Context: an optimization exercise on an open-source flow, tuned for small area, a short achievable clock period and few clock cycles. The choices shown serve that exercise and are no tape-out recipe.
At most, simulation tests tie the RTL to the original design; equivalence was not proved.
No functional check of the RTL was part of runs 2 to 6.
Power and IR drop assume default switching activity.

## run.sh

```bash
#!/bin/bash
# synth_recipe.tcl (not shown) runs the flow's synth.tcl, then flattens the netlist and writes it again
# the make line also repeats each setting of config.mk as NAME=value (left out here)
make -C /OpenROAD-flow-scripts/flow DESIGN_CONFIG=/design/flow/config.mk WORK_HOME=/design/flow/orfs CLKGATE_MAP_FILE= SYNTH_SCRIPT=/design/flow/synth_recipe.tcl finish
```

## config.mk

```make
export PLATFORM = sky130hd
export DESIGN_NAME = mips_div
export DESIGN_NICKNAME = mips_div
export VERILOG_FILES = /design/flow/design.v
export SDC_FILE = /design/flow/constraint.sdc
export NUM_CORES = 4
export LEC_CHECK = 0
export CAP_MARGIN = 20
export CORE_MARGIN = 2
export CORE_UTILIZATION = 40
export SLEW_MARGIN = 20
```

## constraint.sdc

```tcl
create_clock -name core_clock -period 8.0 [get_ports {div_clk}]
set_input_delay 1.6000 -clock core_clock [delete_from_list [all_inputs] [get_ports {div_clk}]]
set_output_delay 1.6000 -clock core_clock [all_outputs]
set_load 0.01 [all_outputs]
```

## design.v

```verilog
module mips_div(
    input         div_clk,
    input         resetn,
    input         div_signed,
    input         div,
    input  [31:0] x, 
    input  [31:0] y,
    output [31:0] s,       
    output [31:0] r,       
    output        complete
);
    reg [5 :0] count;
    reg [63:0] x_div;
    reg [32:0] y_div;
    reg [31:0] q_div;
    reg        div_signed_r;
    reg        complete_r;
    reg [32:0] temp_32;
    wire        x_signed = x[31] & div_signed;
    wire        y_signed = y[31] & div_signed;
    wire [63:0] x_abs = {32'd0, ({32{x_signed}}^x) + x_signed};
    wire [32:0] y_abs = {1'd0, ({32{y_signed}}^y) + y_signed};
    wire [31:0] r_abs;
    wire        s_signed = (x[31]^y[31])&div_signed_r;
    wire        r_signed = x[31] & div_signed_r;   
    wire [32:0] temp = count==6'd33 ? temp_32 : x_div[63:31] - y_div;
    always @(posedge div_clk) begin
      if(!resetn) begin
        count        <= 6'd0;
        x_div        <= 64'd0;
        y_div        <= 33'd0;
        q_div        <= 32'd0;
        complete_r   <= 1'd0;
        temp_32      <= 33'd0;
      end
      else if(div) begin
        y_div        <= y_abs;
        q_div        <= count==6'd33 ? 32'd0 : (q_div<<1) + {31'd0, ~temp[32]};
        count        <= count==6'd33 ? 6'd0  : (count + 6'd1);
        complete_r   <= count==6'd32;
        div_signed_r <= count==6'd0  ? div_signed : div_signed_r;
        temp_32      <= count==6'd32 ? x_div[63:31] - y_div : temp_32;
        x_div        <= count==6'd0  ? x_abs                  :
                        temp[32]     ? x_div << 1             :
                                      {temp, x_div[30:0]} << 1;
      end
      else begin
        complete_r   <= count==6'd33 ? 1'd0 : complete_r;
      end
    end
    assign complete = complete_r;
    assign r_abs    = temp[32] ? x_div[63:32] : temp[31:0];
    assign s        = ({32{s_signed}}^q_div) + {30'd0,s_signed};
    assign r        = ({32{r_signed}}^r_abs) + {30'd0,r_signed};
endmodule
```

==> flow_metrics.py, run 1 <==
metrics = {
    "run_status": {
        "outcome": "complete, no violations",
    },
    "finish": {
        "final_common_cell": "nand2_1",
        "nNetsFinal": 2065,
        "areaGrowthSynthToFinish_pct": 15.2,
        "fill_cells": 3569,
        "layout_common_cells": "217 x nand2_1, 168 x dfxtp_1, 161 x o21ai_0",
        "antenna_cells": 0,
        "drive_gt1_share_pct": 5.13,
        "final_core_util_pct": 46.5,
    },
    "floorplan": {
        "pin_count": 133,
        "rows": 69,
        "die_x_um": 193,
        "die-area_sq_um": 37100,
        "core_sq_um": 35300,
        "die_height_um": 193,
        "start_util_pct": 40.4,
    },
    "synthesis": {
        "synthTopCellsByArea": "dfxtp_1 24%, xnor2_1 9.7%, nand2_1 5.7%, o21ai_0 5.7%, a21oi_1 4.9%",
        "mappedNetlistNets": 2030,
        "ys_warn_count": 1,
        "synthCells": 1919,
        "synth_top_cell_by_area": "dfxtp_1",
        "synth_edf_count": 1,
        "synth_top_area_share_pct": 23.6,
        "async_reset_ff_share_pct": 0,
        "avgSynthCellArea_sq_um": 7.43,
        "dominantRegCellSynth": "dfxtp_1",
        "synth_area_sq_um": 14200,
        "ys_types": 86,
        "ys_ff_latch": 169,
        "ys_seq_area_share_pct": 23.8,
    },
    "timing": {
        "fin_tns_setup_ns": 0,
        "tightestPinTransition_ns": 0.997,
        "finalSetupViolCount": 0,
        "rsz0062_at_grt": "false",
        "worst_clock_skew_ns": 0.0130,
        "timing.final.hold_violations": 0,
        "max_slew_margin_pct": 33.5,
        "max_clock_freq_mhz": 132,
        "timing.final.crit_share_pct": 94.9,
        "fin_crit_ns": 7.59,
        "maxSlewViolCount": 0,
    },
    "clock_tree": {
        "cts_tree": "yes",
        "cts.sinks": 169,
        "clockBufferDepth": 2,
        "clk_pin_slew_ns": 0.07,
        "numCtsBuffers": 17,
        "root_buffer": "clkbuf_16",
        "clkLatencyLatePin_ns": 0.44,
        "htree_levels": 4,
        "holdBufCountCts": 0,
    },
    "worst_setup_path": {
        "critPathSlowestCell": "clkdlybuf4s50_1",
        "worst_setup_path_end_kind": "output port",
        "path_cells": "inv_1 > ha_1 > fa_1 > and2b_1 > o2111ai_1 > a211oi_2 > o211ai_2 > a21boi_4 > nor2_4 > o211ai_1 > a21boi_0 > ha_1 > ha_1 > nand3_1 > or4_4 > nor4_4 > nor3b_2 > xnor2_1 > clkdlybuf4s50_1",
        "cp_data_required_time_ns": 6.40,
        "path_delay_family": "simple AND/OR/NAND/NOR gates",
        "critPathMaxFanout": 7,
        "cp_slowest_stage_delay_ns": 0.55,
        "arrival_ns": 5.99,
        "critical_path_class": "reg2out",
        "path_common_cell": "ha_1",
        "r2r_setup_slack_ns": 4.24,
        "startpoint_type": "flop",
        "cp_num_buf_inv": 2,
    },
    "detailed_routing": {
        "drc": 0,
        "dr.pass1.iters": 7,
        "post_drt_wl_per_cell_um": 17.9,
        "wl_mm": 43.4,
        "via_per_inst": 5.77,
        "ant_nets": 0,
        "vias": 14000,
        "drt_iter0_drc": 1106,
    },
    "pwr": {
        "irDropWorstVdd_v": 0.000113,
        "power_leakage_nw": 6.29,
        "swShare_pct": 35.7,
        "p_clk_share_pct": 32.5,
        "p_seq_share_pct": 32.4,
        "p_per_area_nw_per_um2": 169,
        "p_int_w": 0.00178,
        "pwr-share-comb_pct": 35.1,
        "p_switching_w": 0.000992,
    },
    "placement": {
        "place_hpwl_mm": 31.5,
        "routabilityCongestion": 0.929,
        "port_buffers": 132,
    },
    "global_route": {
        "track_usage_pct": 23.0,
        "grtUsageMet2_pct": 34.0,
        "grt_first_pass_wirelength_mm": 67.8,
        "grt_pass1_vias": 12590,
        "antenna_found_initial": 0,
        "gr-max-usage-layer": "met1",
        "grt_use_met1_pct": 34.0,
        "overflow": 0,
        "grtUsageMet3_pct": 3.15,
        "grt_max_degree": 98,
    },
    "flow_run": {
        "cap_violations": 0,
    },
    "worst_hold_path": {
        "holdCritPathClass": "reg2reg",
    },
}
==> timing repair <==
item                       4_1_cts  5_1_grt
cloned                           0        0
gates resized for setup          1        3
pin swaps                        0        2
setup endpoints to repair        2        9
setup buffers                    0        1
==> power by group through the flow <==
| stage | Clock, W | Sequential (W) | Combinational (W) |
|---|---|---|---|
| finish | 0.000902 | 0.000899 | 0.000974 |
| floorplan | 0 | 0.000908 | 0.000639 |
| detailed placement | 0 | 0.000918 | 0.000959 |
| CTS | 0.000924 | 0.000898 | 0.000964 |
| global placement | 0 | 0.000915 | 0.000955 |
| global route | 0.000953 | 0.000902 | 0.00106 |
==> flip-flops by register name (all words and copies together), names as in the netlist <==
register and count:
y_div 32, x_div 64, count 6, q_div 32
temp_32 33, div_signed_r 1, complete_r 1
==> path summary, 6_finish.rpt <==
check                           depth (start not counted)               startpoint                 endpoint
worst max-delay path                                   19   x_div[31]$_SDFFE_PN0P_                    r[30]
worst min-delay path                                    2  temp_32[3]$_SDFFE_PN0P_  temp_32[3]$_SDFFE_PN0P_
worst max register to register                         13   x_div[35]$_SDFFE_PN0P_   x_div[63]$_SDFFE_PN0P_
worst min register to register                          2  temp_32[3]$_SDFFE_PN0P_  temp_32[3]$_SDFFE_PN0P_
==> worst register-to-register path, delay by kind of cell, from the launching register on <==
family	cells	cell delay [ns]
adder cells (fa/ha/maj)	1	0.40
AND/OR/NAND/NOR	2	0.32
flip-flops	1	0.55
XOR/XNOR	1	0.27
AO/OA/AOI/OAI	9	2.14
==> cells by family (layout without fill, tap and decap cells) <==
kind of cell / count (synthesis) / after routing / synth area share, %
and+or+nand+nor: 666 / 666 / 23.6
AOI/OAI and AO/OA: 571 / 571 / 26.2
xor gates and xnor gates: 206 / 206 / 12.7
buffers and inverters: 204 / 252 / 5.69
DFF: 169 / 169 / 23.8
muxes: 60 / 60 / 4.24
adders and majority gates: 43 / 43 / 3.83
==> final cells by class <==
class	count	area (sq um)	area share, %
clock inverters	14	190	1.16
repair buffers	157	1500	9.15
flip-flops and latches	169	3390	20.7
well taps	461	577	3.51
clock buffers	18	429	2.61
inverters	63	236	1.44
multi-input cells	1546	10100	61.4
==> synthesized netlist by cell type, types with 25 or more instances <==
master / count
a22o_1: 37
nor2b_1: 35
xnor2_1: 157
nor2_1: 116
xor2_1: 49
dfxtp_1: 168
a21boi_0: 25
ha_1: 42
and2_1: 31
a21oi_1: 140
o21ai_0: 161
nand4_1: 25
inv_1: 61
or3_1: 27
nand2_1: 217
nand2b_1: 25
mux2i_1: 57
clkbuf_1: 102
nor3_1: 41
nand3_1: 56
==> metrics by stage <==
step	power [W]	hold WS [ns]	instance area [sq um]	worst slack, ns	std cells
final	0.00278	0.467	16400	0.406	2428
after global routing	0.00292	0.484	16400	0.00358	2428
after CTS	0.00279	0.468	16400	0.188	2427
after detailed placement	0.00188	0.459	15800	0.456	2395
after global placement	0.00187	0.437	15800	0.635	2395
after floorplan	0.00155	0.425	14200	1.06	1919
==> routing by layer <==
| metal | share of wire, % | vias to the layer above |
|---|---|---|
| li1 | - | 6933 |
| met2 | 43 | 455 |
| met3 | 6.0 | 56 |
| met1 | 49 | 6556 |
| met5 | 0 | - |
| met4 | 2.1 | 0 |
Testbench counts, summed over its fixed seeds: cycles 167,992.
==> run 2: changes to the inputs <==
==> design.v (replaced) <==
module mips_div(
    input         div_clk,
    input         resetn,
    input         div_signed,
    input         div,
    input  [31:0] x,
    input  [31:0] y,
    output [31:0] s,       
    output [31:0] r,       
    output        complete
);
    localparam ST_IDLE = 2'd0, ST_LZ = 2'd1, ST_SH = 2'd2, ST_IT = 2'd3;
    reg [1:0]  st;
    reg        complete_r;
    reg [32:0] rem;      
    reg [31:0] dv;       
    reg [31:0] q;
    reg [4:0]  cnt;
    reg        xn, yn;   
    wire sub  = ~(xn ^ yn);
    wire sneg = xn ^ yn;
    function [4:0] lzc;
        input [31:0] v;
        integer i;
        reg found;
        begin
            lzc = 5'd31;
            found = 1'b0;
            for (i = 31; i >= 1; i = i - 1)
                if (!found && v[i]) begin
                    lzc = 31 - i;
                    found = 1'b1;
                end
        end
    endfunction
    wire [4:0] lzx = lzc(rem[31:0] ^ {32{xn}});
    wire [4:0] lzy = lzc(dv ^ {32{yn}});
    wire [5:0] k   = {1'b0, lzy} - {1'b0, lzx} + {5'd0, xn};    
    wire [31:0] dsh = ((dv ^ {32{sub}}) << cnt) | ({32{sub}} & ~({32{1'b1}} << cnt));
    wire [32:0] b    = {~xn, dv};
    wire [32:0] t    = rem + b + {32'd0, sub};
    wire [32:0] pp   = rem ^ b;
    wire [32:0] kk   = {rem[31:0] | b[31:0], sub};
    wire        zero = (pp == kk);                         
    wire        acc  = xn ? (t[32] | zero) : ~t[32];
    wire        last = (cnt == 5'd0);
    wire [31:0] po;                                        
    genvar gi;
    generate
        for (gi = 0; gi < 32; gi = gi + 1) begin : g_po
            assign po[gi] = |q[gi:0];
        end
    endgenerate
    wire [31:0] negm = {po[29:0] | {30{acc}}, acc, 1'b0};
    wire [31:0] qn   = {q[30:0], acc} ^ ({32{last & sneg}} & negm);
    always @(posedge div_clk) begin
        if (!resetn) begin
            st         <= ST_IDLE;
            complete_r <= 1'b0;
        end else begin
            complete_r <= 1'b0;
            case (st)
            ST_IDLE: if (div) st <= ST_LZ;
            ST_LZ: begin
                if (!div) st <= ST_IDLE;
                else if (k[5]) begin
                    st         <= ST_IDLE;
                    complete_r <= 1'b1;
                end else st <= ST_SH;
            end
            ST_SH: st <= div ? ST_IT : ST_IDLE;
            ST_IT: begin
                if (!div) st <= ST_IDLE;
                else if (last) begin
                    st         <= ST_IDLE;
                    complete_r <= 1'b1;
                end
            end
            endcase
        end
    end
    always @(posedge div_clk) begin
        case (st)
        ST_IDLE: begin
            rem <= {div_signed & x[31], x};
            dv  <= y;
            xn  <= div_signed & x[31];
            yn  <= div_signed & y[31];
            q   <= 32'd0;
        end
        ST_LZ: cnt <= k[4:0];
        ST_SH: dv  <= dsh;
        ST_IT: begin
            if (acc) rem <= t;
            dv  <= {~xn, dv[31:1]};
            q   <= qn;
            cnt <= cnt - 5'd1;
        end
        endcase
    end
    assign complete = complete_r;
    assign s = q;
    assign r = rem[31:0];
endmodule
==> run 2 against run 1 <==
Against the previous run:
- synthesized cell count is 25% lower
- clock-buffer cell count is 8 lower
- hold slack better by 0.20 ns
- routed wire length is 8.3% lower
- first-iteration DRC count is 15% higher
- combinational power is 34% higher
- critical path depth is 6 lower
- via count is 19% lower
- sequential share of layout area is 2.3 points higher
- sequential power is 9.7% lower
- critical path type is now reg2reg
- largest cell class unchanged
==> flow_metrics.py, run 2 <==
metrics = {
    "floorplan": {
        "pin_count": 133,
        "die_height_um": 179,
        "rows": 64,
        "start_util_pct": 40.3,
        "die-area_sq_um": 32000,
        "core_sq_um": 30300,
        "die_x_um": 179,
    },
    "clock_tree": {
        "clk_pin_slew_ns": 0.09,
        "holdBufCountCts": 0,
        "cts_tree": "yes",
        "cts_resized": 0,
        "numCtsBuffers": 9,
        "post_cts_buffers": 0,
        "cts.sinks": 107,
        "clockBufferDepth": 2,
        "htree_levels": 3,
        "clkLatencyLatePin_ns": 0.39,
        "root_buffer": "clkbuf_16",
    },
    "timing": {
        "finalSetupViolCount": 0,
        "rsz0062_at_grt": "false",
        "worst_clock_skew_ns": 0.0220,
        "setup_ws_ns": 2.37,
        "timing.final.crit_share_pct": 70.3,
        "max_clock_freq_mhz": 178,
        "timing.final.hold_violations": 0,
        "max_slew_margin_pct": 28.9,
        "maxSlewViolCount": 0,
        "fin_crit_ns": 5.63,
        "fin_tns_setup_ns": 0,
        "tightestPinTransition_ns": 1.07,
    },
    "finish": {
        "areaGrowthSynthToFinish_pct": 13.2,
        "top_regs": "rem (33), dv (32), q (32)",
        "final_common_cell": "clkdlybuf4s50_1",
        "final_design_area_no_fill_sq_um": 13900,
        "top_register": "rem",
        "nNetsFinal": 1613,
        "antenna_cells": 0,
        "layout_common_cells": "132 x clkdlybuf4s50_1, 104 x edfxtp_1, 101 x nand2_1",
        "drive_gt1_share_pct": 7.37,
        "largest_reg_flops": 33,
    },
    "pwr": {
        "p_per_area_nw_per_um2": 187,
        "power_leakage_nw": 5.28,
        "irDropWorstVdd_v": 0.000119,
        "finalPower_w": 0.00259,
    },
    "synthesis": {
        "dominantRegCellSynth": "edfxtp_1",
        "synthCells": 1439,
        "ys_types": 71,
        "ys_seq_area_share_pct": 26.0,
        "mappedNetlistNets": 1592,
        "synthTopCellsByArea": "edfxtp_1 26%, ha_1 8.4%, xnor2_1 6.3%, mux4_2 5.2%, o21ai_0 4.0%",
        "synth_area_sq_um": 12200,
        "ys_warn_count": 1,
        "synth_top_cell_by_area": "edfxtp_1",
        "synth_edf_count": 104,
        "ys_ff_latch": 107,
        "async_reset_ff_share_pct": 0,
        "avgSynthCellArea_sq_um": 8.51,
        "synth_top_area_share_pct": 25.5,
        "synthTopCellsByCount": "104 x edfxtp_1, 101 x nand2_1, 100 x inv_1, 98 x o21ai_0, 97 x a21oi_1",
        "yosysMostFrequentCell": "edfxtp_1",
    },
    "worst_setup_path": {
        "critPathMaxFanout": 39,
        "reg2reg_depth": 13,
        "reg2reg_to": "q[15]$_SDFFCE_PN0P_",
        "arrival_ns": 5.77,
        "r2r_setup_slack_ns": 2.37,
        "path_cells": "xor2_4 > buf_4 > inv_2 > fa_1 > fa_1 > a211oi_1 > o211ai_1 > nand2_1 > a2111oi_0 > nor2_1 > nand3_1 > o41ai_1 > mux2i_1",
        "worst_setup_path_end_kind": "flop",
        "cp_slowest_stage_delay_ns": 0.78,
        "startpoint_type": "flop",
        "reg2reg_from": "xn$_DFFE_PP_",
        "cp_data_required_time_ns": 8.14,
        "critPathSlowestCell": "edfxtp_1",
        "path_common_cell": "fa_1",
        "critical_path_class": "reg2reg",
    },
    "worst_hold_path": {
        "worstHoldStart": "st[0]$_SDFFE_PN0P_",
        "hold_path_depth": 2,
        "min_to": "st[0]$_SDFFE_PN0P_",
        "holdCritPathClass": "reg2reg",
    },
    "detailed_routing": {
        "post_drt_wl_per_cell_um": 21.4,
        "via_per_inst": 6.07,
        "ant_nets": 0,
        "vias": 11295,
        "drc": 0,
        "dr.pass1.iters": 7,
        "wl_mm": 39.8,
        "drt_iter0_drc": 1272,
    },
    "placement": {
        "dp_slack_ns": 2.44,
        "port_buffers": 132,
        "place_hpwl_mm": 30.0,
        "routabilityCongestion": 0.958,
        "place_area_sq_um": 13600,
    },
    "global_route": {
        "grt_first_pass_wirelength_mm": 61.4,
        "track_usage_pct": 25.0,
        "grt_pass1_vias": 10710,
        "overflow": 0,
        "antenna_found_initial": 0,
        "grt_max_degree": 75,
    },
    "run_status": {
        "outcome": "complete, no violations",
    },
    "flow_run": {
        "cap_violations": 0,
    },
}
[run 2: cell count changes after synthesis, sizes merged, moves of 38 or more]
cell    previous run  this run
nor2             116        78
dfxtp            168         3
edfxtp             1       104
ha                42        82
inv               61       101
a21oi            140        97
xnor2            157        88
nand2            218       101
o21ai            164        98
[run 2: layer usage]
layer | part of all wire [%] | vias to the layer above | track usage (%)
met5 | 0 | - | 0
met4 | 3.2 | 0 | 9.15
met3 | 6.2 | 72 | 4.18
met2 | 47 | 437 | 40.6
met1 | 44 | 5460 | 33.3
li1 | - | 5326 | -
[run 2: where the power goes]
part | leakage, nW | internal, W | switching, W
combinational | 4.03 | 0.000554 | 0.000754
clock | 0.139 | 0.000220 | 0.000253
sequential | 1.11 | 0.000689 | 0.000123
total | 5.28 | 0.00146 | 0.00113
[run 2: cells by family after synthesis]
group           Yosys count  share of synthesized area [%]
xor+xnor                102                           7.30
compound gates          412                           22.0
buf+inv                 241                           8.42
flops                   107                           26.0
simple gates            396                           16.5
mux                      96                           11.0
fa+ha+maj                85                           8.87
[run 2: per-stage QoR]
stage                     hold slack (ns)  util, %  std cells
after floorplan                     0.561        -       1439
after global placement              0.622     44.7       1845
after detailed placement            0.645     44.7       1845
after CTS                           0.662     45.7       1861
after global routing                0.733     45.7       1861
final                               0.663     45.7       1861
[run 2: worst max-delay path by stage]
stage	startpoint	end	cells after the start
after detailed placement	xn$_DFFE_PP_	q[4]$_SDFFCE_PN0P_	13
after global placement	xn$_DFFE_PP_	q[4]$_SDFFCE_PN0P_	13
after CTS	xn$_DFFE_PP_	q[4]$_SDFFCE_PN0P_	13
final	xn$_DFFE_PP_	q[15]$_SDFFCE_PN0P_	13
after global routing	xn$_DFFE_PP_	q[15]$_SDFFCE_PN0P_	13
after floorplan	xn$_DFFE_PP_	rem[0]$_DFFE_PP_	14
[run 2: critical path: cells and delay by family (launching register included)]
family          cells  cell delay (ns)
simple gates        3             1.14
flops               1             0.78
mux                 1             0.12
buf+inv             2             0.89
xor+xnor            1             0.18
fa+ha+maj           2             1.01
compound gates      4             1.25
[run 2: final cells by class]
type / instances / area (sq um)
flip-flops and latches: 107 / 3180
fillers: 3027 / 16500
well taps: 396 / 495
repair buffers: 148 / 1440
clock buffers: 10 / 229
inverters: 103 / 387
clock inverters: 6 / 55.1
multi-input cells: 1091 / 8070
==> run 3: changes to the inputs <==
==> design.v (replaced) <==
module mips_div(
    input         div_clk,
    input         resetn,
    input         div_signed,
    input         div,
    input  [31:0] x,
    input  [31:0] y,
    output [31:0] s,       
    output [31:0] r,       
    output        complete
);
    localparam ST_IDLE = 2'd0, ST_LZ = 2'd1, ST_SH = 2'd2, ST_IT = 2'd3;
    reg [1:0]  st;
    reg        complete_r;
    reg [32:0] rem;      
    reg [31:0] dv;       
    reg [31:0] q;
    reg [4:0]  cnt;
    reg        xn, yn, sub;
    wire sx     = div_signed & x[31];
    wire sy     = div_signed & y[31];
    wire sub_in = ~(sx ^ sy);
    wire sneg   = ~sub;
    function [4:0] lzc;
        input [31:0] v;
        integer i;
        reg found;
        begin
            lzc = 5'd31;
            found = 1'b0;
            for (i = 31; i >= 1; i = i - 1)
                if (!found && v[i]) begin
                    lzc = 31 - i;
                    found = 1'b1;
                end
        end
    endfunction
    wire [4:0] lzx = lzc(rem[31:0] ^ {32{xn}});
    wire [4:0] lzy = lzc(dv ^ {32{~xn}});
    wire [5:0] k   = {1'b0, lzy} - {1'b0, lzx} + {5'd0, xn};
    wire [31:0] dsh = (dv << cnt) | ({32{sub}} & ~({32{1'b1}} << cnt));
    wire [32:0] b    = {~xn, dv};
    wire [33:0] sum  = {rem, 1'b1} + {b, sub};
    wire [32:0] t    = sum[33:1];
    wire [32:0] pp   = rem ^ b;
    wire [32:0] kk   = {rem[31:0] | b[31:0], sub};
    wire        zero = (pp == kk);                         
    wire        acc  = xn ? (t[32] | zero) : ~t[32];
    wire        last = &cnt;                             
    always @(posedge div_clk) begin
        if (!resetn) begin
            st         <= ST_IDLE;
            complete_r <= 1'b0;
        end else begin
            complete_r <= 1'b0;
            case (st)
            ST_IDLE: if (div) st <= ST_LZ;
            ST_LZ: begin
                if (!div) st <= ST_IDLE;
                else if (!acc) begin
                    st         <= ST_IDLE;
                    complete_r <= 1'b1;
                end else st <= ST_SH;
            end
            ST_SH: st <= div ? ST_IT : ST_IDLE;
            ST_IT: begin
                if (!div) st <= ST_IDLE;
                else if (last) begin
                    st         <= ST_IDLE;
                    complete_r <= 1'b1;
                end
            end
            endcase
        end
    end
    always @(posedge div_clk) begin
        xn  <= sx;
        yn  <= sy;
        sub <= sub_in;
        cnt <= (st == ST_LZ) ? k[4:0] : cnt - 5'd1;
        q   <= (st == ST_IT) ? {q[30:0], acc ^ sneg} : {32{sneg & (st == ST_SH)}};
        case (st)
        ST_IDLE: dv <= y ^ {32{sub_in}};
        ST_LZ:   dv <= y ^ {32{sub_in}};
        ST_SH:   dv <= dsh;
        default: dv <= {~xn, dv[31:1]};
        endcase
        if (st == ST_IDLE)
            rem <= {sx, x};
        else if (acc && (st == ST_IT || (st == ST_LZ && sneg)))
            rem <= t;
    end
    assign complete = complete_r;
    assign s = q;
    assign r = rem[31:0];
endmodule
--- a/config.mk
+++ b/config.mk
@@ -6,6 +6,8 @@
 export NUM_CORES = 4
 export LEC_CHECK = 0
+export ABC_CLOCK_PERIOD_IN_PS = 3000
 export CAP_MARGIN = 20
 export CORE_MARGIN = 2
 export CORE_UTILIZATION = 40
+export SETUP_SLACK_MARGIN = 5
 export SLEW_MARGIN = 20
==> run 3 against run 2 <==
Against the previous run:
- clock power is 9.1% higher
- largest power group unchanged
- non-clock buffer count is 109 higher
- routed wire length fell by 5.3%
- total power grew 85%
- clock skew shrank 0.0080 ns
- synthesized cell count decreased by 8.1%
- hold slack worse by 0.21 ns
==> flow_metrics.py, run 3 <==
metrics = {
    "clock_tree": {
        "clk_pin_slew_ns": 0.10,
        "clockBufferDepth": 2,
        "htree_levels": 3,
        "clkLatencyLatePin_ns": 0.38,
        "root_buffer": "clkbuf_16",
        "cts_tree": "yes",
        "numCtsBuffers": 9,
        "cts.sinks": 107,
        "holdBufCountCts": 0,
    },
    "floorplan": {
        "start_util_pct": 40.5,
        "pin_count": 133,
        "rows": 59,
        "core_sq_um": 25800,
        "die-area_sq_um": 27500,
        "die_x_um": 166,
        "die_height_um": 166,
    },
    "detailed_routing": {
        "drt_iter0_drc": 974,
        "ant_nets": 0,
        "wl_mm": 37.7,
        "dr.pass1.iters": 5,
        "drc": 0,
        "vias": 10511,
        "post_drt_wl_per_cell_um": 20.8,
        "via_per_inst": 5.80,
    },
    "run_status": {
        "outcome": "complete, no violations",
    },
    "timing": {
        "tightestPinTransition_ns": 0.645,
        "max_clock_freq_mhz": 253,
        "timing.final.crit_share_pct": 49.5,
        "fin_tns_setup_ns": 0,
        "max_slew_margin_pct": 57.0,
        "setup_ws_ns": 4.04,
        "worst_clock_skew_ns": 0.0140,
        "worst_hold_slack_ns": 0.448,
        "rsz0062_at_grt": "true",
        "timing.final.hold_violations": 0,
        "finalSetupViolCount": 0,
        "maxSlewViolCount": 0,
        "fin_crit_ns": 3.96,
    },
    "worst_setup_path": {
        "cp_data_required_time_ns": 8.27,
        "reg2reg_depth": 22,
        "reg2reg_from": "xn$_DFF_P_",
        "reg2reg_to": "cnt[4]$_DFF_P_",
        "worst_setup_path_end_kind": "flop",
        "startpoint": "xn$_DFF_P_",
        "arrival_ns": 4.23,
        "startpoint_type": "flop",
        "critPathMaxFanout": 6,
        "r2r_setup_slack_ns": 4.04,
        "critical_path_class": "reg2reg",
    },
    "worst_hold_path": {
        "worstHoldStart": "q[0]$_DFF_P_",
        "min_to": "q[1]$_DFF_P_",
        "holdCritPathClass": "reg2reg",
        "hold_path_depth": 1,
    },
    "synthesis": {
        "synth_top_cell_by_area": "dfxtp_1",
        "mappedNetlistNets": 1470,
        "avgSynthCellArea_sq_um": 7.91,
        "synthTopCellsByCount": "169 x nand2_1, 95 x a21oi_1, 80 x inv_1, 77 x ha_1",
        "ys_warn_count": 1,
        "synthTopCellsByArea": "dfxtp_1 14%, edfxtp_1 9.5%, ha_1 9.2%, nand2_1 6.1%, xor2_1 5.3%",
        "ys_types": 81,
        "synth_edf_count": 33,
        "dominantRegCellSynth": "dfxtp_1",
        "ys_seq_area_share_pct": 23.6,
        "async_reset_ff_share_pct": 0,
        "yosysMostFrequentCell": "nand2_1",
        "synth_area_sq_um": 10500,
        "ys_ff_latch": 107,
        "synth_top_area_share_pct": 14.2,
        "synthCells": 1323,
    },
    "global_route": {
        "track_usage_pct": 26.1,
        "overflow": 0,
        "grt_first_pass_wirelength_mm": 56.7,
        "antenna_found_initial": 0,
        "grt_pass1_vias": 9772,
        "grt_max_degree": 68,
    },
    "placement": {
        "numPlacedInstances": 1683,
        "place_hpwl_mm": 26.0,
        "routabilityCongestion": 0.959,
        "port_buffers": 132,
        "dp_slack_ns": 3.49,
    },
    "pwr": {
        "irDropWorstVdd_v": 0.000154,
        "pwr-share-comb_pct": 68.9,
        "p_seq_share_pct": 20.3,
        "p_clk_share_pct": 10.8,
        "p_switching_w": 0.00236,
        "power_leakage_nw": 6.05,
        "p_per_area_nw_per_um2": 346,
        "swShare_pct": 49.2,
        "p_int_w": 0.00244,
    },
    "finish": {
        "nNetsFinal": 1619,
        "largest_reg_flops": 33,
        "top_register": "rem",
        "final_common_cell": "nand2_1",
        "final_cells": 1812,
        "areaGrowthSynthToFinish_pct": 32.3,
        "antenna_cells": 0,
        "top_regs": "rem (33), dv (32), q (32)",
        "drive_gt1_share_pct": 21.7,
        "layout_common_cells": "167 x nand2_1, 102 x clkdlybuf4s50_1, 97 x buf_4",
        "fill_cells": 2440,
    },
    "flow_run": {
        "cap_violations": 0,
    },
}
[run 3: cell count changes in the layout (fill, tap and decap cells not counted), sizes merged, moves of 21 or more]
cell,before,now
clkdlybuf4s50,132,102
a22oi,29,0
or3,28,6
dlygate4sd2,0,23
nand2b,29,8
buf,16,128
xor2,14,63
xnor2,88,40
edfxtp,104,33
a21o,19,56
dfxtp,3,74
nand2,101,169
[run 3: worst max-delay path by stage]
stage / endpoint / slack, ns
2_1_floorplan: cnt[4]$_DFF_P_ / 4.25
3_3_place_gp: cnt[4]$_DFF_P_ / 3.50
3_5_place_dp: cnt[4]$_DFF_P_ / 3.49
4_1_cts: cnt[4]$_DFF_P_ / 4.10
5_1_grt: cnt[4]$_DFF_P_ / 3.84
6_report: cnt[4]$_DFF_P_ / 4.04
[run 3: cell type report]
class | count | area [sq um] | share of cell area [%]
well taps | 335 | 419 | 3.03
repair buffers | 257 | 2470 | 17.9
multi-input cells | 1011 | 7730 | 55.8
clock inverters | 7 | 98.8 | 0.714
clock buffers | 9 | 225 | 1.63
inverters | 86 | 339 | 2.45
flip-flops and latches | 107 | 2550 | 18.5
[run 3: timing repair]
item,CTS,global route
cloned,4,0
buffers inserted,77,32
endpoints found under the setup margin,118,79
pin swaps,45,37
gates resized for setup,156,58
[run 3: power groups by stage]
stage	Clock (W)	Combinational [W]	Sequential [W]
5_1_grt	0.000542	0.00355	0.000988
2_1_floorplan	0	0.00208	0.000832
3_5_place_dp	0	0.00262	0.00102
6_report	0.000516	0.00330	0.000975
3_3_place_gp	0	0.00263	0.00102
4_1_cts	0.000530	0.00302	0.000976
[run 3: per-layer routing]
layer	vias to the layer above	GRT usage, %	routed length, um
li1	4975	-	-
met1	5002	36.0	16800
met2	472	41.5	17300
met3	62	5.62	2760
met4	0	6.84	825
met5	-	0	0
[run 3: stage by stage]
step           total power (W)  utilization (%)  area (sq um)
2_1_floorplan          0.00291                -         10700
3_3_place_gp           0.00365             46.0         11900
3_5_place_dp           0.00364             46.0         11900
4_1_cts                0.00453             51.7         13400
5_1_grt                0.00508             53.6         13800
6_report               0.00479             53.6         13800
[run 3: worst max-delay path: stages (launching register included)]
cell	delay, ns
dfxtp_4	0.42
buf_6	0.13
nand3_2	0.10
or4_4	0.44
o2bb2a_4	0.24
nand3_4	0.07
nand2b_4	0.16
or2_4	0.25
nor2_4	0.12
a21oi_2	0.05
nor4bb_4	0.16
ha_1	0.31
inv_2	0.07
ha_4	0.13
inv_2	0.04
fa_2	0.38
inv_1	0.06
a21o_1	0.13
a21oi_2	0.06
xnor2_1	0.19
xnor2_1	0.15
xnor2_1	0.14
o21ai_1	0.07
[run 3: cell families after synthesis]
| logic type | after synthesis | share of synthesized area [%] |
|---|---|---|
| flip-flops | 107 | 23.6 |
| AO/OA/AOI/OAI | 392 | 24.4 |
| AND/OR/NAND/NOR | 380 | 16.8 |
| multiplexers | 56 | 8.10 |
| buffers and inverters | 205 | 8.63 |
| XOR/XNOR | 104 | 8.84 |
| adder cells (fa/ha/maj) | 79 | 9.59 |
==> run 4: changes to the inputs <==
--- a/config.mk
+++ b/config.mk
@@ -6,5 +6,4 @@
 export NUM_CORES = 4
 export LEC_CHECK = 0
-export ABC_CLOCK_PERIOD_IN_PS = 3000
 export CAP_MARGIN = 20
 export CORE_MARGIN = 2
==> run 4 against run 3 <==
Against the previous run:
- still clean on timing, DRC and antenna
- first-iteration DRC count is the same
- non-clock buffer count stayed put
- sequential share of layout area did not move
- largest cell class unchanged
- largest power group unchanged
==> flow_metrics.py, run 4 <==
metrics = {
    "run_status": {
        "outcome": "complete, no violations",
    },
    "clock_tree": {
        "clockBufferDepth": 2,
        "cts.sinks": 107,
        "holdBufCountCts": 0,
        "root_buffer": "clkbuf_16",
        "clk_pin_slew_ns": 0.10,
        "htree_levels": 3,
        "clkLatencyLatePin_ns": 0.38,
        "cts_tree": "yes",
        "numCtsBuffers": 9,
    },
    "global_route": {
        "overflow": 0,
        "grt_pass1_vias": 9772,
        "grt_first_pass_wirelength_mm": 56.7,
        "track_usage_pct": 26.1,
        "antenna_found_initial": 0,
        "grt_max_degree": 68,
    },
    "detailed_routing": {
        "drc": 0,
        "drt_iter0_drc": 974,
        "wl_mm": 37.7,
        "post_drt_wl_per_cell_um": 20.8,
        "vias": 10511,
        "ant_nets": 0,
        "via_per_inst": 5.80,
        "dr.pass1.iters": 5,
    },
    "timing": {
        "worst_hold_slack_ns": 0.448,
        "fin_tns_setup_ns": 0,
        "timing.final.hold_violations": 0,
        "rsz0062_at_grt": "true",
        "fin_crit_ns": 3.96,
        "max_clock_freq_mhz": 253,
        "tightestPinTransition_ns": 0.645,
        "timing.final.crit_share_pct": 49.5,
        "max_slew_margin_pct": 57.0,
        "worst_clock_skew_ns": 0.0140,
        "finalSetupViolCount": 0,
        "maxSlewViolCount": 0,
    },
    "pwr": {
        "p_per_area_nw_per_um2": 346,
        "irDropWorstVdd_v": 0.000154,
        "power_leakage_nw": 6.05,
    },
    "placement": {
        "port_buffers": 132,
        "place_hpwl_mm": 26.0,
        "routabilityCongestion": 0.959,
        "numPlacedInstances": 1683,
    },
    "finish": {
        "final_common_cell": "nand2_1",
        "antenna_cells": 0,
        "layout_common_cells": "167 x nand2_1, 102 x clkdlybuf4s50_1, 97 x buf_4",
        "drive_gt1_share_pct": 21.7,
        "fill_cells": 2440,
        "top_register": "rem",
        "top_regs": "rem (33), dv (32), q (32)",
        "final_cells": 1812,
        "nNetsFinal": 1619,
        "multi_input_area_sq_um": 7730,
        "largest_reg_flops": 33,
        "seqCellArea_sq_um": 2550,
        "final_core_util_pct": 53.6,
        "areaGrowthSynthToFinish_pct": 32.3,
    },
    "synthesis": {
        "synth_top_cell_by_area": "dfxtp_1",
        "ys_warn_count": 1,
        "yosysMostFrequentCell": "nand2_1",
        "avgSynthCellArea_sq_um": 7.91,
        "synth_area_sq_um": 10500,
        "dominantRegCellSynth": "dfxtp_1",
        "synth_top_area_share_pct": 14.2,
        "synthCells": 1323,
        "synth_edf_count": 33,
        "async_reset_ff_share_pct": 0,
        "ys_ff_latch": 107,
        "ys_types": 81,
        "synthTopCellsByArea": "dfxtp_1 14%, edfxtp_1 9.5%, ha_1 9.2%, nand2_1 6.1%, xor2_1 5.3%",
        "mappedNetlistNets": 1470,
        "ys_seq_area_share_pct": 23.6,
        "synthTopCellsByCount": "169 x nand2_1, 95 x a21oi_1, 80 x inv_1, 77 x ha_1",
    },
    "floorplan": {
        "rows": 59,
        "core_sq_um": 25800,
        "die_height_um": 166,
        "start_util_pct": 40.5,
        "die-area_sq_um": 27500,
        "pin_count": 133,
        "die_x_um": 166,
    },
    "worst_setup_path": {
        "startpoint_type": "flop",
        "arrival_ns": 4.23,
        "cp_data_required_time_ns": 8.27,
        "critPathMaxFanout": 6,
        "critical_path_class": "reg2reg",
        "worst_setup_path_end_kind": "flop",
    },
    "flow_run": {
        "cap_violations": 0,
    },
    "worst_hold_path": {
        "holdCritPathClass": "reg2reg",
    },
}
[run 4: logic make-up after synthesis]
| logic type | after synthesis | share of synthesized area (%) |
|---|---|---|
| AOI/OAI and AO/OA | 392 | 24.4 |
| xor gates and xnor gates | 104 | 8.84 |
| adders and majority gates | 79 | 9.59 |
| buffers and inverters | 205 | 8.63 |
| DFF | 107 | 23.6 |
| muxes | 56 | 8.10 |
| and+or+nand+nor | 380 | 16.8 |
[run 4: path summary, 6_finish.rpt]
kind / startpoint / endpoint / slack (ns) / cells after the start
min reg2reg: q[0]$_DFF_P_ / q[1]$_DFF_P_ / 0.45 / 1
max: xn$_DFF_P_ / cnt[4]$_DFF_P_ / 4.04 / 22
min: q[0]$_DFF_P_ / q[1]$_DFF_P_ / 0.45 / 1
max reg2reg: xn$_DFF_P_ / cnt[4]$_DFF_P_ / 4.04 / 22
[run 4: metal layers]
| layer | global-route usage, % | vias up | wire length (um) |
|---|---|---|---|
| met3 | 5.62 | 62 | 2760 |
| met5 | 0 | - | 0 |
| met4 | 6.84 | 0 | 825 |
| met1 | 36.0 | 5002 | 16800 |
| met2 | 41.5 | 472 | 17300 |
| li1 | - | 4975 | - |
[run 4: final cells by class]
class,instances,share of cell area [%]
multi-input combinational,1011,55.8
sequential,107,18.5
tap,335,3.03
clock buffer,9,1.63
inverter,86,2.45
clock inverter,7,0.714
timing repair buffer,257,17.9
[run 4: power breakdown]
group          leakage, nW  internal, W  switching (W)  total (W)
Clock                0.156     0.000235       0.000281   0.000516
Combinational         4.94      0.00149        0.00182    0.00330
Sequential           0.958     0.000712       0.000263   0.000975
[run 4: metrics by stage]
stage	setup WS (ns)	power (W)	cell area, sq um
4_1_cts	4.10	0.00453	13400
2_1_floorplan	4.25	0.00291	10700
3_5_place_dp	3.49	0.00364	11900
5_1_grt	3.84	0.00508	13800
3_3_place_gp	3.50	0.00365	11900
6_report	4.04	0.00479	13800
[run 4: worst max-delay path: stages (launching register included)]
cell	delay [ns]
dfxtp_4	0.42
buf_6	0.13
nand3_2	0.10
or4_4	0.44
o2bb2a_4	0.24
nand3_4	0.07
nand2b_4	0.16
or2_4	0.25
nor2_4	0.12
a21oi_2	0.05
nor4bb_4	0.16
ha_1	0.31
inv_2	0.07
ha_4	0.13
inv_2	0.04
fa_2	0.38
inv_1	0.06
a21o_1	0.13
a21oi_2	0.06
xnor2_1	0.19
xnor2_1	0.15
xnor2_1	0.14
o21ai_1	0.07
[run 4: timing repair]
item / CTS / global route
setup endpoints to repair: 118 / 79
pin swaps: 45 / 37
setup buffers: 77 / 32
resized for setup: 156 / 58
gates cloned: 4 / 0
==> run 5: changes to the inputs <==
==> design.v (replaced) <==
module mips_div(
    input         div_clk,
    input         resetn,
    input         div_signed,
    input         div,
    input  [31:0] x,
    input  [31:0] y,
    output [31:0] s,       
    output [31:0] r,       
    output        complete
);
    localparam ST_IDLE = 2'd0, ST_LZ = 2'd1, ST_IT = 2'd3;
    reg [1:0]  st;
    reg        complete_r;
    reg [32:0] rem;      
    reg [31:0] dv;       
    reg [31:0] q;
    reg [4:0]  cnt;
    reg [4:0]  lzx, lzy;
    reg        xn, yn, sub;
    wire sx     = div_signed & x[31];
    wire sy     = div_signed & y[31];
    wire sub_in = ~(sx ^ sy);
    wire sneg   = ~sub;
    function [4:0] lzc31;
        input [30:0] v;
        integer i;
        reg found;
        begin
            lzc31 = 5'd30;
            found = 1'b0;
            for (i = 30; i >= 1; i = i - 1)
                if (!found && v[i]) begin
                    lzc31 = 30 - i;
                    found = 1'b1;
                end
        end
    endfunction
    function [4:0] lzs;
        input [31:0] v;
        input        sgn;
        begin
            if (v[31] & ~sgn) lzs = 5'd0;
            else              lzs = 5'd1 + lzc31(v[30:0] ^ v[31:1]);
        end
    endfunction
    wire [5:0] k = {1'b0, lzy} - {1'b0, lzx} + {5'd0, xn};
    wire [31:0] dsh = (dv << k[4:0]) | ({32{sub}} & ~({32{1'b1}} << k[4:0]));
    wire [32:0] b    = {~xn, dv};
    wire [32:0] t;
    bk_add #(33) u_add(.a(rem), .b(b), .cin(sub), .s(t));
    wire [32:0] pp   = rem ^ b;
    wire [32:0] kk   = {rem[31:0] | b[31:0], sub};
    wire        zero = (pp == kk);                         
    wire        acc  = xn ? (t[32] | zero) : ~t[32];
    wire        last = (cnt == 5'd0);
    always @(posedge div_clk) begin
        if (!resetn) begin
            st         <= ST_IDLE;
            complete_r <= 1'b0;
        end else begin
            complete_r <= 1'b0;
            case (st)
            ST_IDLE: if (div) st <= ST_LZ;
            ST_LZ: begin
                if (!div) st <= ST_IDLE;
                else if (!acc) begin
                    st         <= ST_IDLE;
                    complete_r <= 1'b1;
                end else st <= ST_IT;
            end
            default: begin
                if (!div) st <= ST_IDLE;
                else if (last) begin
                    st         <= ST_IDLE;
                    complete_r <= 1'b1;
                end
            end
            endcase
        end
    end
    always @(posedge div_clk) begin
        xn  <= sx;
        yn  <= sy;
        sub <= sub_in;
        lzx <= lzs(x, div_signed);
        lzy <= lzs(y, div_signed);
        cnt <= (st == ST_LZ) ? k[4:0] : cnt - 5'd1;
        q   <= (st == ST_IT) ? {q[30:0], acc ^ sneg} : {32{sneg & acc & (st == ST_LZ)}};
        case (st)
        ST_IDLE: dv <= y ^ {32{sub_in}};
        ST_LZ:   dv <= dsh;
        default: dv <= {~xn, dv[31:1]};
        endcase
        if (st == ST_IDLE)
            rem <= {sx, x};
        else if (acc && (st == ST_IT || (st == ST_LZ && sneg)))
            rem <= t;
    end
    assign complete = complete_r;
    assign s = q;
    assign r = rem[31:0];
endmodule
module bk_add #(parameter N = 33) (
    input  [N-1:0] a,
    input  [N-1:0] b,
    input          cin,
    output [N-1:0] s
);
    localparam L = $clog2(N);
    wire [N-1:0] p = a ^ b;
    wire [N-1:0] g = (a & b) | {{(N-1){1'b0}}, p[0] & cin};
    genvar l, i;
    generate
        for (l = 0; l <= 2*L; l = l + 1) begin : lv
            wire [N-1:0] G, P;
            if (l == 0) begin : z
                assign G = g;
                assign P = p;
            end else if (l <= L) begin : u
                for (i = 0; i < N; i = i + 1) begin : b
                    if (((i + 1) % (1 << l)) == 0) begin : m
                        assign G[i] = lv[l-1].G[i] | (lv[l-1].P[i] & lv[l-1].G[i - (1 << (l-1))]);
                        assign P[i] = lv[l-1].P[i] & lv[l-1].P[i - (1 << (l-1))];
                    end else begin : k
                        assign G[i] = lv[l-1].G[i];
                        assign P[i] = lv[l-1].P[i];
                    end
                end
            end else begin : d
                localparam integer S = 1 << (2*L - l);
                for (i = 0; i < N; i = i + 1) begin : b
                    if (((i + 1) % (2*S)) == S && i >= 2*S) begin : m
                        assign G[i] = lv[l-1].G[i] | (lv[l-1].P[i] & lv[l-1].G[i - S]);
                        assign P[i] = lv[l-1].P[i] & lv[l-1].P[i - S];
                    end else begin : k
                        assign G[i] = lv[l-1].G[i];
                        assign P[i] = lv[l-1].P[i];
                    end
                end
            end
        end
    endgenerate
    wire [N-1:0] c = lv[2*L].G;
    assign s = p ^ {c[N-2:0], cin};
endmodule
==> run 5 against run 4 <==
Against the previous run:
- still clean
- combinational power rose by 42%
- routed wire length increased by 6.8%
- hold slack lost 0.0015 ns
- core utilization increased by 5.6 points
- clock power rose by 47%
==> flow_metrics.py, run 5 <==
metrics = {
    "worst_setup_path": {
        "critPathMaxFanout": 3,
        "path_cells": "inv_2 > ha_4 > inv_4 > ha_4 > fa_4 > mux4_2 > mux2i_1 > mux2i_1 > a311oi_2 > o22ai_2 > mux2_4",
        "arrival_ns": 3.89,
        "reg2reg_depth": 11,
        "critical_path_class": "reg2reg",
        "r2r_setup_slack_ns": 4.43,
        "cp_data_required_time_ns": 8.32,
        "cp_slowest_stage_delay_ns": 0.81,
        "worst_setup_path_end_kind": "flop",
        "critPathSlowestCell": "fa_4",
        "startpoint_type": "flop",
    },
    "floorplan": {
        "die_height_um": 169,
        "pin_count": 133,
        "core_sq_um": 26900,
        "die_x_um": 169,
        "rows": 60,
        "start_util_pct": 40.7,
        "die-area_sq_um": 28700,
    },
    "placement": {
        "dp_slack_ns": 3.21,
        "place_area_sq_um": 12400,
        "place_hpwl_mm": 25.2,
        "routabilityCongestion": 0.889,
        "port_buffers": 132,
    },
    "flow_run": {
        "cap_violations": 0,
    },
    "timing": {
        "setup_ws_ns": 4.43,
        "fin_crit_ns": 3.57,
        "timing.final.hold_violations": 0,
        "finalSetupViolCount": 0,
        "rsz0062_at_grt": "true",
        "timing.final.crit_share_pct": 44.6,
        "worst_hold_slack_ns": 0.447,
        "maxSlewViolCount": 0,
        "max_clock_freq_mhz": 280,
        "tightestPinTransition_ns": 0.969,
        "max_slew_margin_pct": 35.3,
        "worst_clock_skew_ns": 0.0112,
        "fin_tns_setup_ns": 0,
    },
    "clock_tree": {
        "clockBufferDepth": 2,
        "numCtsBuffers": 17,
        "cts.sinks": 117,
        "cts_tree": "yes",
        "clkLatencyLatePin_ns": 0.44,
        "htree_levels": 4,
        "clk_pin_slew_ns": 0.06,
        "root_buffer": "clkbuf_16",
    },
    "global_route": {
        "grtUsageMet3_pct": 5.90,
        "antenna_found_initial": 0,
        "grt_use_met1_pct": 36.0,
        "grt_max_degree": 64,
        "grt_first_pass_wirelength_mm": 58.9,
        "grt_pass1_vias": 10282,
        "track_usage_pct": 26.3,
        "gr-max-usage-layer": "met2",
        "overflow": 0,
        "grtUsageMet2_pct": 41.2,
    },
    "synthesis": {
        "synthCells": 1274,
        "yosysMostFrequentCell": "nand2_1",
        "synthTopCellsByCount": "121 x nand2_1, 91 x inv_1, 84 x dfxtp_1, 76 x nor2_1, 75 x ha_1",
        "dominantRegCellSynth": "dfxtp_1",
        "synth_top_area_share_pct": 15.4,
        "async_reset_ff_share_pct": 0,
        "synth_area_sq_um": 10900,
        "ys_ff_latch": 117,
        "synth_top_cell_by_area": "dfxtp_1",
        "mappedNetlistNets": 1435,
        "ys_warn_count": 1,
        "ys_seq_area_share_pct": 24.4,
        "avgSynthCellArea_sq_um": 8.59,
        "synth_edf_count": 33,
        "ys_types": 92,
        "synthTopCellsByArea": "dfxtp_1 15%, edfxtp_1 9.1%, ha_1 8.6%, nand2_1 4.2%, xnor2_1 4.1%",
    },
    "pwr": {
        "p_switching_w": 0.00302,
        "irDropWorstVdd_v": 0.000221,
        "swShare_pct": 46.0,
        "p_per_area_nw_per_um2": 414,
        "pwr-share-comb_pct": 71.5,
        "p_int_w": 0.00355,
        "p_seq_share_pct": 17.0,
        "p_clk_share_pct": 11.5,
        "power_leakage_nw": 6.83,
    },
    "detailed_routing": {
        "drt_iter0_drc": 1295,
        "post_drt_wl_per_cell_um": 21.9,
        "via_per_inst": 6.01,
        "drc": 0,
        "ant_nets": 0,
        "vias": 11045,
        "wl_mm": 40.2,
        "dr.pass1.iters": 6,
    },
    "finish": {
        "final_common_cell": "nand2_1",
        "areaGrowthSynthToFinish_pct": 45.2,
        "final_design_area_no_fill_sq_um": 15900,
        "drive_gt1_share_pct": 36.5,
        "largest_reg_flops": 33,
        "layout_common_cells": "102 x nand2_1, 101 x buf_4, 87 x inv_1",
        "top_regs": "rem (33), dv (32), q (32)",
        "antenna_cells": 0,
        "fill_cells": 2210,
        "final_core_util_pct": 59.1,
        "nNetsFinal": 1644,
        "top_register": "rem",
    },
    "worst_hold_path": {
        "hold_path_depth": 1,
        "holdCritPathClass": "reg2reg",
    },
    "run_status": {
        "outcome": "complete, no violations",
    },
}
## run 5: cell count changes after synthesis, sizes merged, moves of 11 or more
cell | before | now
nand2 | 169 | 121
mux2 | 6 | 28
a22oi | 0 | 11
clkbuf | 63 | 44
and3 | 17 | 5
xor2 | 63 | 45
fa | 2 | 18
a21oi | 96 | 58
o21ai | 101 | 75
xnor2 | 40 | 51
a21o | 56 | 45
## run 5: layout make-up
cell class	instances	area [sq um]	share of cell area, %
Clock buffer	19	454	2.86
Clock inverter	13	113	0.709
Inverter	93	352	2.21
Multi-Input combinational cell	963	8930	56.2
Sequential cell	117	2720	17.1
Tap cell	341	427	2.69
Timing Repair Buffer	291	2900	18.2
## run 5: final timing paths
check | to | from
worst min-delay path | q[27]$_DFF_P_ | q[26]$_DFF_P_
worst max-delay path | dv[26]$_DFF_P_ | xn$_DFF_P_
worst min register to register | q[27]$_DFF_P_ | q[26]$_DFF_P_
worst max register to register | dv[26]$_DFF_P_ | xn$_DFF_P_
## run 5: timing repair
| action | in CTS | in global routing |
|---|---|---|
| hold buffers | 0 | 0 |
| setup buffers | 95 | 45 |
| pin swaps | 101 | 76 |
| resized for setup | 461 | 193 |
| endpoints found under the setup margin | 160 | 134 |
| cloned | 9 | 3 |
## run 5: power by group through the flow
stage               sequential (W)  clock, W  combinational, W
CTS                        0.00111  0.000763           0.00393
finish                     0.00112  0.000757           0.00470
global placement           0.00115         0           0.00299
detailed placement         0.00115         0           0.00300
floorplan                  0.00103         0           0.00226
global route               0.00114  0.000787           0.00498
## run 5: layer usage
metal,wire length (um),vias to the layer above
met2,18400,580
met1,16700,5333
met3,3600,147
met5,0,-
li1,-,4985
met4,1490,0
## run 5: worst max-delay path: cells and delay by family (launching register included)
kind,cells,cell delay [ns]
compound gates,2,0.45
fa+ha+maj,3,1.23
buf+inv,2,0.10
flops,1,0.34
mux,4,1.35
## run 5: logic make-up after synthesis
logic type | after synthesis | share of synthesized area (%)
xor gates and xnor gates | 97 | 7.89
adders and majority gates | 93 | 11.9
DFF | 117 | 24.4
and+or+nand+nor | 364 | 16.8
AOI/OAI and AO/OA | 322 | 20.3
buffers and inverters | 198 | 8.78
muxes | 83 | 9.97
## run 5: through the flow
step / cells / total power, W
4_1_cts: 1789 / 0.00581
2_1_floorplan: 1274 / 0.00329
3_3_place_gp: 1653 / 0.00414
6_report: 1837 / 0.00658
5_1_grt: 1837 / 0.00691
3_5_place_dp: 1653 / 0.00416
==> run 6: changes to the inputs <==
--- a/config.mk
+++ b/config.mk
@@ -11,2 +11,3 @@
 export SETUP_SLACK_MARGIN = 5
 export SLEW_MARGIN = 20
+export TNS_END_PERCENT = 0
==> run 6 against run 5 <==
Against the previous run:
- routed wire length decreased by 15%
- first-iteration DRC count decreased by 38%
- total power decreased by 21%
- sequential power about the same
- synthesized cell count unchanged
- synthesized area unchanged
- clock skew decreased by 0.0014 ns
- final cell count decreased by 6.7%
- core utilization decreased by 9.1 points
- global-route usage decreased by 2.6 points
- die area unchanged
- sequential share of layout area increased by 2.9 points
- largest cell class unchanged
==> flow_metrics.py, run 6 <==
metrics = {
    "run_status": {
        "outcome": "complete, no violations",
    },
    "global_route": {
        "grt_first_pass_wirelength_mm": 52.7,
        "overflow": 0,
        "grt_pass1_vias": 9372,
        "antenna_found_initial": 0,
        "track_usage_pct": 23.7,
        "grt_max_degree": 54,
    },
    "timing": {
        "timing.final.crit_share_pct": 44.1,
        "worst_clock_skew_ns": 0.00974,
        "fin_tns_setup_ns": 0,
        "tightestPinTransition_ns": 0.840,
        "finalSetupViolCount": 0,
        "max_clock_freq_mhz": 284,
        "rsz0062_at_grt": "true",
        "timing.final.hold_violations": 0,
        "worst_hold_slack_ns": 0.444,
        "max_slew_margin_pct": 43.8,
        "maxSlewViolCount": 0,
        "fin_crit_ns": 3.52,
    },
    "pwr": {
        "p_per_area_nw_per_um2": 385,
        "pwr-share-comb_pct": 63.2,
        "power_leakage_nw": 5.79,
        "p_int_w": 0.00277,
        "finalPower_w": 0.00517,
        "p_switching_w": 0.00239,
        "irDropWorstVdd_v": 0.000176,
        "swShare_pct": 46.3,
        "p_clk_share_pct": 15.0,
        "p_seq_share_pct": 21.7,
    },
    "placement": {
        "routabilityCongestion": 0.922,
        "place_hpwl_mm": 25.2,
        "port_buffers": 132,
    },
    "clock_tree": {
        "clockBufferDepth": 2,
        "clkLatencyLatePin_ns": 0.43,
        "cts_tree": "yes",
        "htree_levels": 4,
        "cts.sinks": 117,
        "root_buffer": "clkbuf_16",
        "clk_pin_slew_ns": 0.06,
        "numCtsBuffers": 17,
    },
    "finish": {
        "largest_reg_flops": 33,
        "fill_cells": 2531,
        "top_register": "rem",
        "multi_input_area_sq_um": 7800,
        "nNetsFinal": 1521,
        "seqCellArea_sq_um": 2690,
        "final_common_cell": "nand2_1",
        "antenna_cells": 0,
        "drive_gt1_share_pct": 18.8,
        "areaGrowthSynthToFinish_pct": 22.8,
        "top_regs": "rem (33), dv (32), q (32)",
        "layout_common_cells": "120 x nand2_1, 88 x inv_1, 77 x clkdlybuf4s50_1",
    },
    "synthesis": {
        "mappedNetlistNets": 1435,
        "synth_area_sq_um": 10900,
        "synth_edf_count": 33,
        "avgSynthCellArea_sq_um": 8.59,
        "dominantRegCellSynth": "dfxtp_1",
        "ys_ff_latch": 117,
        "synth_top_area_share_pct": 15.4,
        "ys_seq_area_share_pct": 24.4,
        "ys_warn_count": 1,
        "synthTopCellsByArea": "dfxtp_1 15%, edfxtp_1 9.1%, ha_1 8.6%, nand2_1 4.2%, xnor2_1 4.1%",
        "synth_top_cell_by_area": "dfxtp_1",
        "ys_types": 92,
        "synthCells": 1274,
        "async_reset_ff_share_pct": 0,
        "synthTopCellsByCount": "121 x nand2_1, 91 x inv_1, 84 x dfxtp_1, 76 x nor2_1, 75 x ha_1",
        "yosysMostFrequentCell": "nand2_1",
    },
    "floorplan": {
        "die_height_um": 169,
        "start_util_pct": 40.7,
        "pin_count": 133,
        "die_x_um": 169,
        "core_sq_um": 26900,
        "rows": 60,
        "die-area_sq_um": 28700,
    },
    "worst_hold_path": {
        "worstHoldStart": "q[15]$_DFF_P_",
        "holdCritPathClass": "reg2reg",
    },
    "worst_setup_path": {
        "critical_path_class": "in2reg",
        "startpoint_type": "primary input",
        "arrival_ns": 3.89,
        "worst_setup_path_end_kind": "flop",
        "critPathMaxFanout": 11,
        "cp_data_required_time_ns": 8.36,
        "reg2reg_from": "xn$_DFF_P_",
        "startpoint": "x[16]",
    },
    "detailed_routing": {
        "drt_iter0_drc": 809,
        "via_per_inst": 5.79,
        "ant_nets": 0,
        "vias": 9929,
        "post_drt_wl_per_cell_um": 19.9,
        "wl_mm": 34.1,
        "dr.pass1.iters": 5,
        "drc": 0,
    },
    "flow_run": {
        "cap_violations": 0,
    },
}
-- run 6: changes by cell type in the layout (fill, tap and decap cells not counted), moves of 19 or more --
cell | before | now
clkdlybuf4s50_1 | 47 | 77
dlygate4sd2_1 | 35 | 16
buf_6 | 45 | 4
o21ai_1 | 29 | 4
o21ai_0 | 35 | 69
buf_4 | 101 | 33
-- run 6: layout make-up --
type / count / area share [%]
flip-flops and latches: 117 / 20.0
inverters: 93 / 2.60
multi-input cells: 960 / 58.1
clock inverters: 14 / 1.04
well taps: 341 / 3.18
clock buffers: 18 / 3.35
repair buffers: 171 / 11.8
-- run 6: per-stage QoR --
stage / std cells / instance area, sq um / utilization (%) / setup slack, ns
finish: 1714 / 13400 / 50.0 / 4.48
global route: 1714 / 13400 / 50.0 / 4.41
CTS: 1708 / 13300 / 49.4 / 4.49
detailed placement: 1655 / 12300 / 45.8 / 3.28
global placement: 1655 / 12300 / 45.8 / 3.38
floorplan: 1274 / 11000 / - / 4.29
-- run 6: cell families (layout without fill, tap and decap cells) --
kind of cell,after synthesis,count (layout),synth area share (%)
buffers and inverters,198,296,8.78
DFF,117,117,24.4
xor gates and xnor gates,97,98,7.89
and+or+nand+nor,364,364,16.8
muxes,83,83,9.97
adders and majority gates,93,93,11.9
AOI/OAI and AO/OA,322,322,20.3
-- run 6: routing by layer --
| layer | vias up | routed length, um | global-route usage [%] |
|---|---|---|---|
| met5 | - | 0 | 0 |
| met4 | 0 | 781 | 6.91 |
| met3 | 66 | 2780 | 5.11 |
| met2 | 413 | 15500 | 37.5 |
| met1 | 4722 | 15000 | 32.6 |
| li1 | 4728 | - | - |
-- run 6: final timing paths --
check | depth (start not counted) | slack, ns | to
worst max-delay path | 10 | 4.48 | lzx[4]$_SDFF_PP0_
worst min register to register | 1 | 0.44 | q[16]$_DFF_P_
worst min-delay path | 1 | 0.44 | q[16]$_DFF_P_
worst max register to register | 12 | 4.53 | dv[14]$_DFF_P_
-- run 6: critical path, cell delays in order --
cell,delay (ns)
clkdlybuf4s15_2,0.30
or4_4,0.48
mux2i_4,0.20
o2111ai_4,0.20
a31oi_1,0.29
a2111oi_4,0.08
ha_4,0.20
o2111a_1,0.13
a211o_1,0.29
a21oi_1,0.13
-- run 6: power groups by stage --
| stage | registers, W | clock network, W | logic (W) |
|---|---|---|---|
| final | 0.00112 | 0.000776 | 0.00327 |
| after global routing | 0.00116 | 0.000815 | 0.00356 |
| after CTS | 0.00112 | 0.000786 | 0.00315 |
| after detailed placement | 0.00113 | 0 | 0.00298 |
| after global placement | 0.00112 | 0 | 0.00296 |
| after floorplan | 0.00103 | 0 | 0.00221 |
-- run 6: repair_timing --
item                                    in CTS  in global routing
endpoints found under the setup margin     161                166
cloned                                       1                  0
hold buffers                                 0                  0
buffers inserted                            20                  6
pin swaps                                   30                 27
resized for setup                          163                 76
==> run 7: changes to the inputs <==
--- a/design.v
+++ b/design.v
@@ -108,5 +108,5 @@
     output [N-1:0] s
 );
-    localparam L = $clog2(N);
+    localparam L = 6;             
     wire [N-1:0] p = a ^ b;
     wire [N-1:0] g = (a & b) | {{(N-1){1'b0}}, p[0] & cin};
==> run 7 against run 6 <==
Against the previous run:
- still clean on timing, DRC and antenna
- clock skew did not move
- design area did not move
- via count did not move
- register-to-register slack barely moved
- sequential share of layout area did not move
- synthesized area did not move
- worst setup slack did not move
- die area did not move
- critical path type unchanged
- critical endpoint unchanged
==> flow_metrics.py, run 7 <==
metrics = {
    "finish": {
        "layout_common_cells": "120 x nand2_1, 88 x inv_1, 77 x clkdlybuf4s50_1",
        "final_common_cell": "nand2_1",
        "drive_gt1_share_pct": 18.8,
        "top_register": "rem",
        "seqCellArea_sq_um": 2690,
        "multi_input_area_sq_um": 7800,
        "largest_reg_flops": 33,
        "areaGrowthSynthToFinish_pct": 22.8,
        "fill_cells": 2531,
        "top_regs": "rem (33), dv (32), q (32)",
        "final_cells": 1714,
        "nNetsFinal": 1521,
        "antenna_cells": 0,
    },
    "worst_hold_path": {
        "holdCritPathClass": "reg2reg",
        "worstHoldStart": "q[15]$_DFF_P_",
        "hold_path_depth": 1,
        "min_to": "q[16]$_DFF_P_",
    },
    "timing": {
        "timing.final.hold_violations": 0,
        "finalSetupViolCount": 0,
        "worst_clock_skew_ns": 0.00974,
        "max_clock_freq_mhz": 284,
        "tightestPinTransition_ns": 0.840,
        "maxSlewViolCount": 0,
        "timing.final.crit_share_pct": 44.1,
        "fin_crit_ns": 3.52,
        "worst_hold_slack_ns": 0.444,
        "max_slew_margin_pct": 43.8,
        "fin_tns_setup_ns": 0,
        "rsz0062_at_grt": "true",
    },
    "synthesis": {
        "synthTopCellsByCount": "121 x nand2_1, 91 x inv_1, 84 x dfxtp_1, 76 x nor2_1, 75 x ha_1",
        "synth_top_area_share_pct": 15.4,
        "ys_types": 92,
        "ys_warn_count": 1,
        "avgSynthCellArea_sq_um": 8.59,
        "synthTopCellsByArea": "dfxtp_1 15%, edfxtp_1 9.1%, ha_1 8.6%, nand2_1 4.2%, xnor2_1 4.1%",
        "dominantRegCellSynth": "dfxtp_1",
        "mappedNetlistNets": 1435,
        "yosysMostFrequentCell": "nand2_1",
        "synthCells": 1274,
        "synth_area_sq_um": 10900,
        "ys_seq_area_share_pct": 24.4,
        "synth_top_cell_by_area": "dfxtp_1",
        "ys_ff_latch": 117,
        "async_reset_ff_share_pct": 0,
        "synth_edf_count": 33,
    },
    "run_status": {
        "outcome": "complete, no violations",
    },
    "pwr": {
        "p_per_area_nw_per_um2": 385,
        "p_int_w": 0.00277,
        "power_leakage_nw": 5.79,
        "p_switching_w": 0.00239,
        "pwr-share-comb_pct": 63.2,
        "swShare_pct": 46.3,
        "irDropWorstVdd_v": 0.000176,
        "p_clk_share_pct": 15.0,
        "p_seq_share_pct": 21.7,
    },
    "global_route": {
        "overflow": 0,
        "grt_max_degree": 54,
        "grtUsageMet3_pct": 5.11,
        "track_usage_pct": 23.7,
        "grtUsageMet2_pct": 37.5,
        "grt_first_pass_wirelength_mm": 52.7,
        "grt_use_met1_pct": 32.6,
        "gr-max-usage-layer": "met2",
        "grt_pass1_vias": 9372,
        "antenna_found_initial": 0,
    },
    "floorplan": {
        "die_x_um": 169,
        "rows": 60,
        "die_height_um": 169,
        "start_util_pct": 40.7,
        "pin_count": 133,
        "core_sq_um": 26900,
        "die-area_sq_um": 28700,
    },
    "detailed_routing": {
        "drc": 0,
        "dr.pass1.iters": 5,
        "drt_iter0_drc": 809,
        "via_per_inst": 5.79,
        "ant_nets": 0,
        "vias": 9929,
        "wl_mm": 34.1,
        "post_drt_wl_per_cell_um": 19.9,
    },
    "worst_setup_path": {
        "critical_path_class": "in2reg",
        "reg2reg_depth": 12,
        "cp_data_required_time_ns": 8.36,
        "worst_setup_path_end_kind": "flop",
        "r2r_setup_slack_ns": 4.53,
        "startpoint_type": "primary input",
        "critPathMaxFanout": 11,
        "reg2reg_from": "xn$_DFF_P_",
        "reg2reg_to": "dv[14]$_DFF_P_",
        "arrival_ns": 3.89,
    },
    "placement": {
        "place_hpwl_mm": 25.2,
        "port_buffers": 132,
        "routabilityCongestion": 0.922,
        "numPlacedInstances": 1655,
    },
    "clock_tree": {
        "root_buffer": "clkbuf_16",
        "clkLatencyLatePin_ns": 0.43,
        "htree_levels": 4,
        "clockBufferDepth": 2,
        "numCtsBuffers": 17,
        "clk_pin_slew_ns": 0.06,
        "cts_tree": "yes",
        "cts.sinks": 117,
    },
    "flow_run": {
        "cap_violations": 0,
    },
}
[run 7: cell counts after synthesis]
Identical to the previous run, type by type.
[run 7: logic make-up (layout without fill, tap and decap cells)]
logic type	count (synthesis)	in the layout	synth area share [%]
fa+ha+maj	93	93	11.9
simple gates	364	364	16.8
mux	83	83	9.97
compound gates	322	322	20.3
flops	117	117	24.4
buf+inv	198	296	8.78
xor+xnor	97	98	7.89
[run 7: final cells by class]
| class | count | share of cell area (%) |
|---|---|---|
| inverter | 93 | 2.60 |
| timing repair buffer | 171 | 11.8 |
| sequential | 117 | 20.0 |
| clock buffer | 18 | 3.35 |
| clock inverter | 14 | 1.04 |
| tap | 341 | 3.18 |
| multi-input combinational | 960 | 58.1 |
[run 7: power by group through the flow]
stage / clock, W / combinational (W) / sequential [W]
CTS: 0.000786 / 0.00315 / 0.00112
finish: 0.000776 / 0.00327 / 0.00112
detailed placement: 0 / 0.00298 / 0.00113
floorplan: 0 / 0.00221 / 0.00103
global route: 0.000815 / 0.00356 / 0.00116
global placement: 0 / 0.00296 / 0.00112
[run 7: timing repair]
item	4_1_cts	5_1_grt
buffers inserted	20	6
setup endpoints to repair	161	166
pin swaps	30	27
hold buffers	0	0
cloned	1	0
hold endpoints to repair	0	0
gates resized for setup	163	76
[run 7: worst max-delay path by stage]
| stage | cells past startpoint | endpoint | slack (ns) | from |
|---|---|---|---|---|
| 2_1_floorplan | 12 | lzx[4]$_SDFF_PP0_ | 4.29 | x[31] |
| 3_3_place_gp | 10 | lzx[4]$_SDFF_PP0_ | 3.38 | x[31] |
| 3_5_place_dp | 10 | lzx[4]$_SDFF_PP0_ | 3.28 | x[31] |
| 4_1_cts | 12 | rem[30]$_DFFE_PP_ | 4.49 | sub$_DFF_P_ |
| 5_1_grt | 12 | lzx[4]$_SDFF_PP0_ | 4.41 | x[29] |
| 6_report | 10 | lzx[4]$_SDFF_PP0_ | 4.48 | x[16] |
[run 7: critical path: stages]
cell,delay [ns]
clkdlybuf4s15_2,0.30
or4_4,0.48
mux2i_4,0.20
o2111ai_4,0.20
a31oi_1,0.29
a2111oi_4,0.08
ha_4,0.20
o2111a_1,0.13
a211o_1,0.29
a21oi_1,0.13
[run 7: per-layer routing]
metal  vias to the layer above  wire length (um)
li1                       4728                 -
met1                      4722             15000
met2                       413             15500
met3                        66              2780
met4                         0               781
met5                         -                 0
[run 7: metrics by stage]
step | utilization [%] | setup WS [ns] | instance area, sq um | power [W]
6_report | 50.0 | 4.48 | 13400 | 0.00517
5_1_grt | 50.0 | 4.41 | 13400 | 0.00553
4_1_cts | 49.4 | 4.49 | 13300 | 0.00505
3_5_place_dp | 45.8 | 3.28 | 12300 | 0.00411
3_3_place_gp | 45.8 | 3.38 | 12300 | 0.00409
2_1_floorplan | - | 4.29 | 11000 | 0.00324
Testbench counts of run 7, summed over its fixed seeds: cycles 42,337.

Re-timed with assumed drivers on the ports (clkbuf_16 on the clock, buf_2 on other inputs), run 7 has 4.482 ns of setup slack against 4.476 ns with ideal ports, and 4.008 ns once port delays also move by the mid clock arrival of 0.474 ns.
